Background: an optimization exercise with open tools, aiming at small area and a short achievable clock period. Do not read the settings as production practice. Only simulation tests tie the RTL to the original design; equivalence was not proved.

Setup of north:
==> flow/design.v (excerpt) <==
module conv_filter(input clk, input reset_n, input in_valid, input [3:0] select,
  input [391:0] red_in, input [391:0] green_in, input [391:0] blue_in,
  output reg out_valid, output reg [7:0] red_out, output reg [7:0] green_out, output reg [7:0] blue_out);
clock: 85.0 ns
lec_check: 0
cap_margin: 20
core_margin: 2
core_utilization: 40
slew_margin: 20
synth_hierarchical: 1
synth_minimum_keep_size: 0
standard.sh (not shown) runs the stock make flow with config.mk's settings and CLKGATE_MAP_FILE= SYNTH_SCRIPT=/design/flow/synth_recipe.tcl, a recipe that flattens the netlist after the stock synthesis.
==> flow/flow/run.sh <==
#!/bin/bash
# The standard layout (standard.sh: standard synthesis, floorplan, place, CTS, route),
# with one change: the buffers that buffer_ports puts on every input and output port are
# sky130_fd_sc_hd__buf_1 instead of the flow's default delay-buffer cell.
set -uo pipefail
export BUFFER_PORTS_ARGS="-buffer_cell sky130_fd_sc_hd__buf_1"
bash standard.sh > standard_flow.log 2>&1
status=$?
# each ORFS step's own log is under orfs/logs; copy them next to this flow's log
mkdir -p step_logs
cp -r orfs/logs/. step_logs/ 2>/dev/null || true
exit $status
north was carried through to the last stage, and its layout satisfied the timing, DRC and antenna checks.
### north -> south
- an added PLACE_DENSITY of 0.7
- an added DIE_AREA of 0 0 460 225
- an added CORE_AREA of 2 2.72 458 222.72
- a deleted CORE_MARGIN that had been 2
- a deleted CORE_UTILIZATION that had been 40
Notes after the runs:
- south packs its core tighter than north.
- south against north: maximum number of pins on one net before global-route repair now larger; synthesized cell count comparable.
- Number of rows in the core area was higher in the run labelled north.

* * *

conv_filter, a different RTL version from the one above (not shown whole).
Size in the first run: roughly 500 flip-flops, ~1,200 I/O pins, about 55,000 um^2 of cells after synthesis.
Settings: LEC_CHECK=0, CAP_MARGIN=20, CORE_MARGIN=2, CORE_UTILIZATION=40, SLEW_MARGIN=20, SYNTH_HIERARCHICAL=1, SYNTH_MINIMUM_KEEP_SIZE=0; clock period 85.0 ns.
Scripts as last shown in full above: flow/flow/run.sh
Edit:
==> flow/flow/run.sh (replaced) <==
#!/bin/bash
# The standard layout (standard.sh: standard synthesis, floorplan, place, CTS, route),
# with two changes:
#  - the buffers that buffer_ports puts on every input and output port are
#    sky130_fd_sc_hd__buf_1 instead of the flow's default delay-buffer cell;
#  - clock tree synthesis runs without dummy loads (same arguments as the standard
#    cts.tcl, with the buffer list from config.mk, plus -dont_use_dummy_load).
set -uo pipefail
export BUFFER_PORTS_ARGS="-buffer_cell sky130_fd_sc_hd__buf_1"
export CTS_ARGS="-sink_clustering_enable -repair_clock_nets -buf_list {sky130_fd_sc_hd__clkbuf_4 sky130_fd_sc_hd__clkbuf_8} -dont_use_dummy_load"
bash standard.sh > standard_flow.log 2>&1
status=$?
# each ORFS step's own log is under orfs/logs; copy them next to this flow's log
mkdir -p step_logs
cp -r orfs/logs/. step_logs/ 2>/dev/null || true
exit $status
Routed wire length is about the same.
Core utilization fell by 0.55 points.
Non-clock buffer count is unchanged.
Synthesized cell count does not change.
Cell count stays flat.
Register-to-register slack improved by 100 ps.
Worst setup slack improved by 64 ps.

* * *

== v6 ==
conv_filter, a different RTL version from the one above (not shown whole).
Size in the first run: roughly 4,000 cells after synthesis, about 480 flip-flops, about 1,200 I/O pins.
==> flow/config.mk <==
export PLATFORM = sky130hd
export DESIGN_NAME = conv_filter
export DESIGN_NICKNAME = conv_filter
export VERILOG_FILES = /design/flow/design.v
export SDC_FILE = /design/flow/constraint.sdc
export NUM_CORES = 4
export LEC_CHECK = 0
export CAP_MARGIN = 20
export CORE_MARGIN = 2
export CORE_UTILIZATION = 40
export SLEW_MARGIN = 20
export SYNTH_HIERARCHICAL = 1
export SYNTH_MINIMUM_KEEP_SIZE = 0
==> flow/constraint.sdc <==
create_clock -name core_clock -period 85.0 [get_ports {clk}]
set_input_delay 17.0000 -clock core_clock [delete_from_list [all_inputs] [get_ports {clk}]]
set_output_delay 17.0000 -clock core_clock [all_outputs]
set_load 0.01 [all_outputs]
==> flow/flow/run.sh <==
#!/bin/bash
# The standard layout (standard.sh: standard synthesis, floorplan, place, CTS, route),
# with one change: the buffers that buffer_ports puts on every input and output port are
# sky130_fd_sc_hd__buf_1 instead of the flow's default delay-buffer cell.
set -uo pipefail
export BUFFER_PORTS_ARGS="-buffer_cell sky130_fd_sc_hd__buf_1"
bash standard.sh > standard_flow.log 2>&1
status=$?
# each ORFS step's own log is under orfs/logs; copy them next to this flow's log
mkdir -p step_logs
cp -r orfs/logs/. step_logs/ 2>/dev/null || true
exit $status
v6 finished end to end and its layout was clean on timing, DRC and antenna.
Here is what was changed in the inputs of v7 compared with v6.
# v6
export LEC_CHECK = 0
export CAP_MARGIN = 20
export CORE_MARGIN = 2
export CORE_UTILIZATION = 40
export SLEW_MARGIN = 20
export SYNTH_HIERARCHICAL = 1
export SYNTH_MINIMUM_KEEP_SIZE = 0
create_clock -name core_clock -period 85.0 [get_ports {clk}]
# v7
export LEC_CHECK = 0
export CAP_MARGIN = 20
export CORE_MARGIN = 2
export CORE_UTILIZATION = 60
export PLACE_DENSITY = 0.68
export SLEW_MARGIN = 20
export SYNTH_HIERARCHICAL = 1
export SYNTH_MINIMUM_KEEP_SIZE = 0
create_clock -name core_clock -period 85.0 [get_ports {clk}]
Findings:
Cmp v7 and v6 / die extent in y / lower: v7. Reported for v7 and v6, area of the mapped netlist turned out identical to the last digit. Comparing v7 against v6, there is no change at all in post-synthesis register bit count. What v7 reported for number of rows in the core area has to be multiplied by 1.2 to get the figure for v6. v7 did not make it past I/O pin placement, where a tool error ended it. Measured against each other, v7 and v6 differ in starting utilization of the core area, the higher figure coming from v7. Multiplexer share of the synthesized area: v7 vs v6 identical.

[what the ideal ports hide]
How much do the figures lean on ideal ports? The routed layouts below were timed once more, with nothing changed but the port constraints. Step 1 (the two cells are an assumption about what drives the block):
set clk [get_ports {clk}]
set_driving_cell -lib_cell sky130_fd_sc_hd__clkbuf_16 $clk
set_driving_cell -lib_cell sky130_fd_sc_hd__buf_2 [delete_from_list [all_inputs] $clk]
Step 2 moves the port delays by t, midway between the first and last clock arrival at a register: inputs arrive t later, outputs are due t later. That takes back most of the time a late clock gives input paths. a / b / c = ideal / step 1 / step 2; a / b = the first two.
| run | t (ns) | setup slack, ns | worst setup path after step 2 | clock arrival spread, ns |
|---|---|---|---|---|
| north | 0.753 | 65.311 / 65.335 / 64.582 | input to register | 0.063 / 0.064 |
| south | 0.678 | 65.337 / 65.354 / 64.676 | input to register | 0.041 / 0.040 |
| the first run of note 2 | 0.760 | 65.447 / 65.494 / 64.734 | input to register | 0.040 / 0.040 |
| the second run of note 2 | 0.828 | 65.512 / 65.564 / 64.736 | input to register | 0.083 / 0.084 |
| v6 | 0.774 | 64.433 / 64.337 / 63.563 | input to register | 0.039 / 0.040 |
After both steps every run listed still meets setup and hold. The setup slack of v6, which loses most, moves by -0.096 ns with the drivers and by -0.870 ns with both steps.
